Background: an optimization exercise with open tools, aiming at small area. Do not read the settings as production practice. Function was checked by simulation only, so behaviour that the tests miss may differ from the original. No driver is modelled on the clock port, so clocking that relies on it looks cheaper here than on a real chip. No activity file was given, so power comes from the tool's default toggle rates.

## violet
Design clock, start of the top module:
module clock(
    input CP,                    
    input _CR,                   
    input mode,                  
    input adjust,                
    input time_mode,             
    input active_alarm,          
    input left,                  
    input right,                 
    input up,                    
    input down,                  
    input apply,                 
    output [15:0] start_light,   
    output [7:0] select_light,   
    output [7:0] display_char    
    );
Settings: LEC_CHECK=0, ABC_AREA=1, CAP_MARGIN=20, CORE_MARGIN=2, CORE_UTILIZATION=40, CTS_BUF_LIST=sky130_fd_sc_hd__clkbuf_4 sky130_fd_sc_hd__clkbuf_8, CTS_CLUSTER_DIAMETER=50, CTS_CLUSTER_SIZE=20, SLEW_MARGIN=20; clock period 10.0 ns.
run.sh (not shown) runs the stock make flow with config.mk's settings and CLKGATE_MAP_FILE= SYNTH_SCRIPT=/design/flow/synth_recipe.tcl, a recipe that flattens the netlist after the stock synthesis.
Changes in indigo relative to violet:
# violet
export LEC_CHECK = 0
export ABC_AREA = 1
export CAP_MARGIN = 20
export CORE_MARGIN = 2
export CORE_UTILIZATION = 40
export CTS_BUF_LIST = sky130_fd_sc_hd__clkbuf_4 sky130_fd_sc_hd__clkbuf_8
export CTS_CLUSTER_DIAMETER = 50
export CTS_CLUSTER_SIZE = 20
export SLEW_MARGIN = 20
create_clock -name core_clock -period 10.0 [get_ports {CP}]
# indigo
export LEC_CHECK = 0
export ABC_AREA = 1
export CAP_MARGIN = 20
export CORE_MARGIN = 2
export CORE_UTILIZATION = 40
export CTS_BUF_LIST = sky130_fd_sc_hd__clkbuf_8
export SLEW_MARGIN = 20
create_clock -name core_clock -period 10.0 [get_ports {CP}]
### Flow results
From violet to indigo the numbers moved as follows: worst hold slack about even, tightest slew margin relative to the limit roughly the same. Comparing indigo against violet, there is no change at all in weighted congestion at the end of routability-driven global placement. Any difference in routed length per instance between violet and indigo is small enough to ignore. The cell area of violet and that of indigo are within noise of each other. The total power of the final layout on indigo is in line with that on violet. Between violet and indigo, the difference in fraction of area in registers is negligible. As far as post-route core utilization is concerned, violet and indigo perform about the same.

========
== run A ==
clock, a different RTL version from the one above (not shown whole).
For scale: ~1100 cells after synthesis, about 120 flip-flops, about 43 I/O pins.
==> flow/config.mk <==
export PLATFORM = sky130hd
export DESIGN_NAME = clock
export DESIGN_NICKNAME = clock
export VERILOG_FILES = /design/flow/design.v
export SDC_FILE = /design/flow/constraint.sdc
export NUM_CORES = 4
export LEC_CHECK = 0
export ABC_AREA = 1
export CAP_MARGIN = 20
export CORE_MARGIN = 2
export CORE_UTILIZATION = 55
export GPL_TIMING_DRIVEN = 0
export SLEW_MARGIN = 20
==> flow/constraint.sdc <==
create_clock -name core_clock -period 10.0 [get_ports {CP}]
set_input_delay 2.0000 -clock core_clock [delete_from_list [all_inputs] [get_ports {CP}]]
set_output_delay 2.0000 -clock core_clock [all_outputs]
set_load 0.01 [all_outputs]
standard.sh (not shown) runs the stock make flow with config.mk's settings and CLKGATE_MAP_FILE= SYNTH_SCRIPT=/design/flow/synth_recipe.tcl, a recipe that flattens the netlist after the stock synthesis.
==> flow/flow/run.sh <==
#!/bin/bash
# Own flow: the standard layout (standard.sh) with these ORFS changes:
#  - synthesis maps logic with an area-only ABC script (flow/area.abc) and
#    without the half/full adder cell extraction (ADDER_MAP_FILE empty);
#  - ports are buffered with sky130_fd_sc_hd__buf_1;
#  - repair does not use the largest buffers (added to each step's dont-use list);
#  - CTS with clkbuf_4 (clkbuf_8 at the root) and without dummy loads.
# ORFS's scripts are copied to ./scripts and used from there (SCRIPTS_DIR).
# Each tool's output stays in orfs/logs; make's output goes to standard.log.
set -euo pipefail
here=$(pwd)
rm -rf "$here/scripts"
cp -r "$FLOW_HOME/scripts" "$here/scripts"
cp "$here/flow/area.abc" "$here/scripts/abc_area.script"
extra="sky130_fd_sc_hd__buf_8 sky130_fd_sc_hd__buf_12 sky130_fd_sc_hd__buf_16 sky130_fd_sc_hd__bufbuf_8 sky130_fd_sc_hd__bufbuf_16"
for f in floorplan global_place resize cts global_route repair_timing_post_place; do
  sed -i "s/^\(\s*\)set_dont_use \$::env(DONT_USE_CELLS)/\1set_dont_use \$::env(DONT_USE_CELLS)\n\1set_dont_use {$extra}/" "$here/scripts/$f.tcl"
done
grep -n "set_dont_use" "$here/scripts"/*.tcl > "$here/dont_use_patch.log" || true
export SCRIPTS_DIR="$here/scripts"
export ADDER_MAP_FILE=
export BUFFER_PORTS_ARGS="-buffer_cell sky130_fd_sc_hd__buf_1"
export CTS_ARGS="-sink_clustering_enable -repair_clock_nets -buf_list sky130_fd_sc_hd__clkbuf_4 -root_buf sky130_fd_sc_hd__clkbuf_8 -dont_use_dummy_load"
bash standard.sh > "$here/standard.log" 2>&1
==> flow/flow/area.abc <==
strash
&get -n
&deepsyn -T 60
&put
dch -f
amap
topo
Input changes introduced in run B (baseline for comparison: run A):
Settings: changing CORE_UTILIZATION from 55 to 40.
==> flow/flow/run.sh <==
#!/bin/bash
# Own flow: the standard layout (standard.sh) with these ORFS changes:
#  - synthesis maps logic with an area-only ABC script (flow/area.abc) and
#    without the half/full adder cell extraction (ADDER_MAP_FILE empty);
#  - ports are buffered with sky130_fd_sc_hd__buf_1;
#  - the largest buffers are left out of repair (DONT_USE_CELLS);
#  - CTS with small clock buffers and without dummy loads.
# Each tool's output stays in orfs/logs; make's output goes to standard.log.
set -euo pipefail
here=$(pwd)
rm -rf "$here/scripts"
cp -r "$FLOW_HOME/scripts" "$here/scripts"
cp "$here/flow/area.abc" "$here/scripts/abc_area.script"
export SCRIPTS_DIR="$here/scripts"
export ADDER_MAP_FILE=
export DONT_USE_CELLS="sky130_fd_sc_hd__buf_8 sky130_fd_sc_hd__buf_12 sky130_fd_sc_hd__buf_16 sky130_fd_sc_hd__bufbuf_8 sky130_fd_sc_hd__bufbuf_16"
export BUFFER_PORTS_ARGS="-buffer_cell sky130_fd_sc_hd__buf_1"
export CTS_ARGS="-sink_clustering_enable -repair_clock_nets -buf_list {sky130_fd_sc_hd__clkbuf_4 sky130_fd_sc_hd__clkbuf_8} -root_buf sky130_fd_sc_hd__clkbuf_8 -dont_use_dummy_load"
bash standard.sh > "$here/standard.log" 2>&1
### Flow results
Summary: with run A as the reference, number of global-route vias before repair in run B moved up slightly.
Of the two candidates, run A has the better hold slack and run B the worse one.
Run B vs run A, instance count: run B higher
Inputs modified between run B and run C:
Settings: a change of CORE_UTILIZATION from 40 to 55.
==> flow/flow/run.sh <==
#!/bin/bash
# Own flow: the standard layout (standard.sh) with these ORFS changes:
#  - synthesis maps logic with an area-only ABC script (flow/area.abc) and
#    without the half/full adder cell extraction (ADDER_MAP_FILE empty);
#  - ports are buffered with sky130_fd_sc_hd__buf_1;
#  - repair does not use the largest buffers (added to each step's dont-use list);
#  - CTS with clkbuf_4 (clkbuf_8 at the root) and without dummy loads.
# ORFS's scripts are copied to ./scripts and used from there (SCRIPTS_DIR).
# Each tool's output stays in orfs/logs; make's output goes to standard.log.
set -euo pipefail
here=$(pwd)
rm -rf "$here/scripts"
cp -r "$FLOW_HOME/scripts" "$here/scripts"
cp "$here/flow/area.abc" "$here/scripts/abc_area.script"
extra="sky130_fd_sc_hd__buf_8 sky130_fd_sc_hd__buf_12 sky130_fd_sc_hd__buf_16 sky130_fd_sc_hd__bufbuf_8 sky130_fd_sc_hd__bufbuf_16"
for f in floorplan global_place resize cts global_route repair_timing_post_place; do
  sed -i "s/^\(\s*\)set_dont_use \$::env(DONT_USE_CELLS)/\1set_dont_use \$::env(DONT_USE_CELLS)\n\1set_dont_use {$extra}/" "$here/scripts/$f.tcl"
done
grep -n "set_dont_use" "$here/scripts"/*.tcl > "$here/dont_use_patch.log" || true
export SCRIPTS_DIR="$here/scripts"
export ADDER_MAP_FILE=
export BUFFER_PORTS_ARGS="-buffer_cell sky130_fd_sc_hd__buf_1"
export CTS_ARGS="-sink_clustering_enable -repair_clock_nets -buf_list sky130_fd_sc_hd__clkbuf_4 -root_buf sky130_fd_sc_hd__clkbuf_8 -sink_buffer_max_cap_derate 0.5 -dont_use_dummy_load"
bash standard.sh > "$here/standard.log" 2>&1
Notes after the runs:
Going from run B to run C, cell area after layout shrank by a few percent. Changes observed in run C relative to run B: number of global-route vias before repair now sits lower, antenna diode instance count about even, fraction of area in non-clock buffers has decreased, share of the cycle needed by the critical path after routing climbed 2.6 points.
--- input diff run C..run D ---
Settings: CORE_UTILIZATION now 40, was 55.
==> flow/flow/run.sh <==
#!/bin/bash
# Own flow: the standard layout (standard.sh) with these ORFS changes:
#  - synthesis maps logic with an area-only ABC script (flow/area.abc) and
#    without the half/full adder cell extraction (ADDER_MAP_FILE empty);
#  - ports are buffered with sky130_fd_sc_hd__buf_1;
#  - the largest buffers are left out of repair (DONT_USE_CELLS);
#  - CTS with small clock buffers and without dummy loads.
# Each tool's output stays in orfs/logs; make's output goes to standard.log.
set -euo pipefail
here=$(pwd)
rm -rf "$here/scripts"
cp -r "$FLOW_HOME/scripts" "$here/scripts"
cp "$here/flow/area.abc" "$here/scripts/abc_area.script"
export SCRIPTS_DIR="$here/scripts"
export ADDER_MAP_FILE=
export DONT_USE_CELLS="sky130_fd_sc_hd__buf_8 sky130_fd_sc_hd__buf_12 sky130_fd_sc_hd__buf_16 sky130_fd_sc_hd__bufbuf_8 sky130_fd_sc_hd__bufbuf_16"
export BUFFER_PORTS_ARGS="-buffer_cell sky130_fd_sc_hd__buf_1"
export CTS_ARGS="-sink_clustering_enable -repair_clock_nets -buf_list sky130_fd_sc_hd__clkbuf_4 -root_buf sky130_fd_sc_hd__clkbuf_8 -sink_clustering_size 10 -dont_use_dummy_load"
bash standard.sh > "$here/standard.log" 2>&1
## What came out
Run D: full flow OK, the timing, DRC and antenna checks passed
Relative to run C, leakage power total increased by 0.021 nW in run D.
Run D against run C: detailed-route vias per instance shows a reduction of 6.9%, maximum achievable frequency rose by 2.9%, ratio of cells with drive above 1 in the final layout was more or less identical.
Die area | run D > run C
[inputs] run E vs run D
Settings: a change of CORE_UTILIZATION from 40 to 55.
==> flow/flow/run.sh <==
#!/bin/bash
# Own flow: the standard layout (standard.sh) with these ORFS changes:
#  - synthesis maps logic with an area-only ABC script (flow/area.abc) and
#    without the half/full adder cell extraction (ADDER_MAP_FILE empty);
#  - ports are buffered with sky130_fd_sc_hd__buf_1;
#  - repair does not use the largest buffers (added to each step's dont-use list);
#  - CTS with clkbuf_4 (clkbuf_8 at the root) and without dummy loads; leaf
#    clock buffers that drive 9 or more pins are then upsized to clkbuf_8
#    (flow/cts_leaf.tcl, run inside cts.tcl before its detailed placement).
# ORFS's scripts are copied to ./scripts and used from there (SCRIPTS_DIR).
# Each tool's output stays in orfs/logs; make's output goes to standard.log.
set -euo pipefail
here=$(pwd)
rm -rf "$here/scripts"
cp -r "$FLOW_HOME/scripts" "$here/scripts"
cp "$here/flow/area.abc" "$here/scripts/abc_area.script"
extra="sky130_fd_sc_hd__buf_6 sky130_fd_sc_hd__buf_8 sky130_fd_sc_hd__buf_12 sky130_fd_sc_hd__buf_16 sky130_fd_sc_hd__bufbuf_8 sky130_fd_sc_hd__bufbuf_16"
for f in floorplan global_place resize cts global_route repair_timing_post_place; do
  sed -i "s/^\(\s*\)set_dont_use \$::env(DONT_USE_CELLS)/\1set_dont_use \$::env(DONT_USE_CELLS)\n\1set_dont_use {$extra}/" "$here/scripts/$f.tcl"
done
grep -n "set_dont_use" "$here/scripts"/*.tcl > "$here/dont_use_patch.log" || true
sed -i "s|^log_cmd clock_tree_synthesis {\*}\$cts_args|&\nsource $here/flow/cts_leaf.tcl|" "$here/scripts/cts.tcl"
grep -n -A1 "log_cmd clock_tree_synthesis" "$here/scripts/cts.tcl" > "$here/cts_patch.log" || true
export SCRIPTS_DIR="$here/scripts"
export ADDER_MAP_FILE=
export BUFFER_PORTS_ARGS="-buffer_cell sky130_fd_sc_hd__buf_1"
export CTS_ARGS="-sink_clustering_enable -repair_clock_nets -buf_list sky130_fd_sc_hd__clkbuf_4 -root_buf sky130_fd_sc_hd__clkbuf_8 -dont_use_dummy_load"
bash standard.sh > "$here/standard.log" 2>&1
==> flow/flow/cts_leaf.tcl (new file) <==
# After clock_tree_synthesis: leaf clock buffers (clkbuf_4) that drive 9 or
# more pins get the next size up (clkbuf_8), so that the flip-flop clock
# pins they drive keep a low slew. detailed_placement in cts.tcl legalizes.
set my_big [[ord::get_db] findMaster sky130_fd_sc_hd__clkbuf_8]
set my_n 0
foreach inst [[ord::get_db_block] getInsts] {
  if { [[$inst getMaster] getName] eq "sky130_fd_sc_hd__clkbuf_4" } {
    set onet [[$inst findITerm X] getNet]
    if { $onet ne "NULL" && [llength [$onet getITerms]] > 9 } {
      $inst swapMaster $my_big
      incr my_n
    }
  }
}
puts "cts_leaf: upsized $my_n leaf clock buffers to clkbuf_8"
### Flow results
Setup slack at placement deteriorates in run E relative to run D. Between run D and run E, the worst-case reg-to-reg path depth is lower for run E. Diff run E..run D | multi-input logic area | negligible. | clock transition at the registers of the reported paths | run E vs run D | ≈ equal |. Delta (run E minus run D): smallest setup slack after layout lost 130 ps, design area now sits lower. Run E vs run D — clock network fraction of total power rose 1.7 points. First-pass GRT wire length is lower on run E. The higher final-layout worst hold slack came out of run D. When run E is measured against run D, its layout overhead on the synthesized area turns out 1.9 points lower. Re met1 track demand over resource in global routing: run E is 12 points up on run D.

## afterwards: timing with drivers on the ports
No port has a modelled driver above. Below, the same layouts with a new extraction and two added sets of constraints. Step 1: set_driving_cell puts a clkbuf_16 on CP and a buf_2 on each other input, an assumption about the parent block. Step 2 times the ports against the registers' clock, not the clock port: input delays grow and output delays shrink by t, the midpoint of the rising clock arrivals with the driver on. Three values: ideal, step 1, step 2; two values: the first two.
run	t (ns)	setup slack, ns	worst hold slack (ns)	cell pins on the clock port's net
violet	0.483	4.662 / 4.624 / 5.037	0.494 / 0.494 / 0.494	1
indigo	0.485	4.657 / 4.620 / 5.037	0.494 / 0.494 / 0.494	1
run A	0.467	3.471 / 3.489 / 3.023	0.481 / 0.481 / 0.481	1
run B	0.483	3.731 / 3.753 / 3.270	0.473 / 0.473 / 0.473	1
run C	0.467	3.471 / 3.489 / 3.023	0.481 / 0.481 / 0.481	1
run D	0.447	3.657 / 3.677 / 3.230	0.479 / 0.479 / 0.479	1
run E	0.476	3.532 / 3.551 / 3.076	0.473 / 0.473 / 0.473	1
After both steps every run listed still meets setup and hold. The setup slack of run B, which loses most, moves by +0.022 ns with the drivers and by -0.461 ns with both steps.
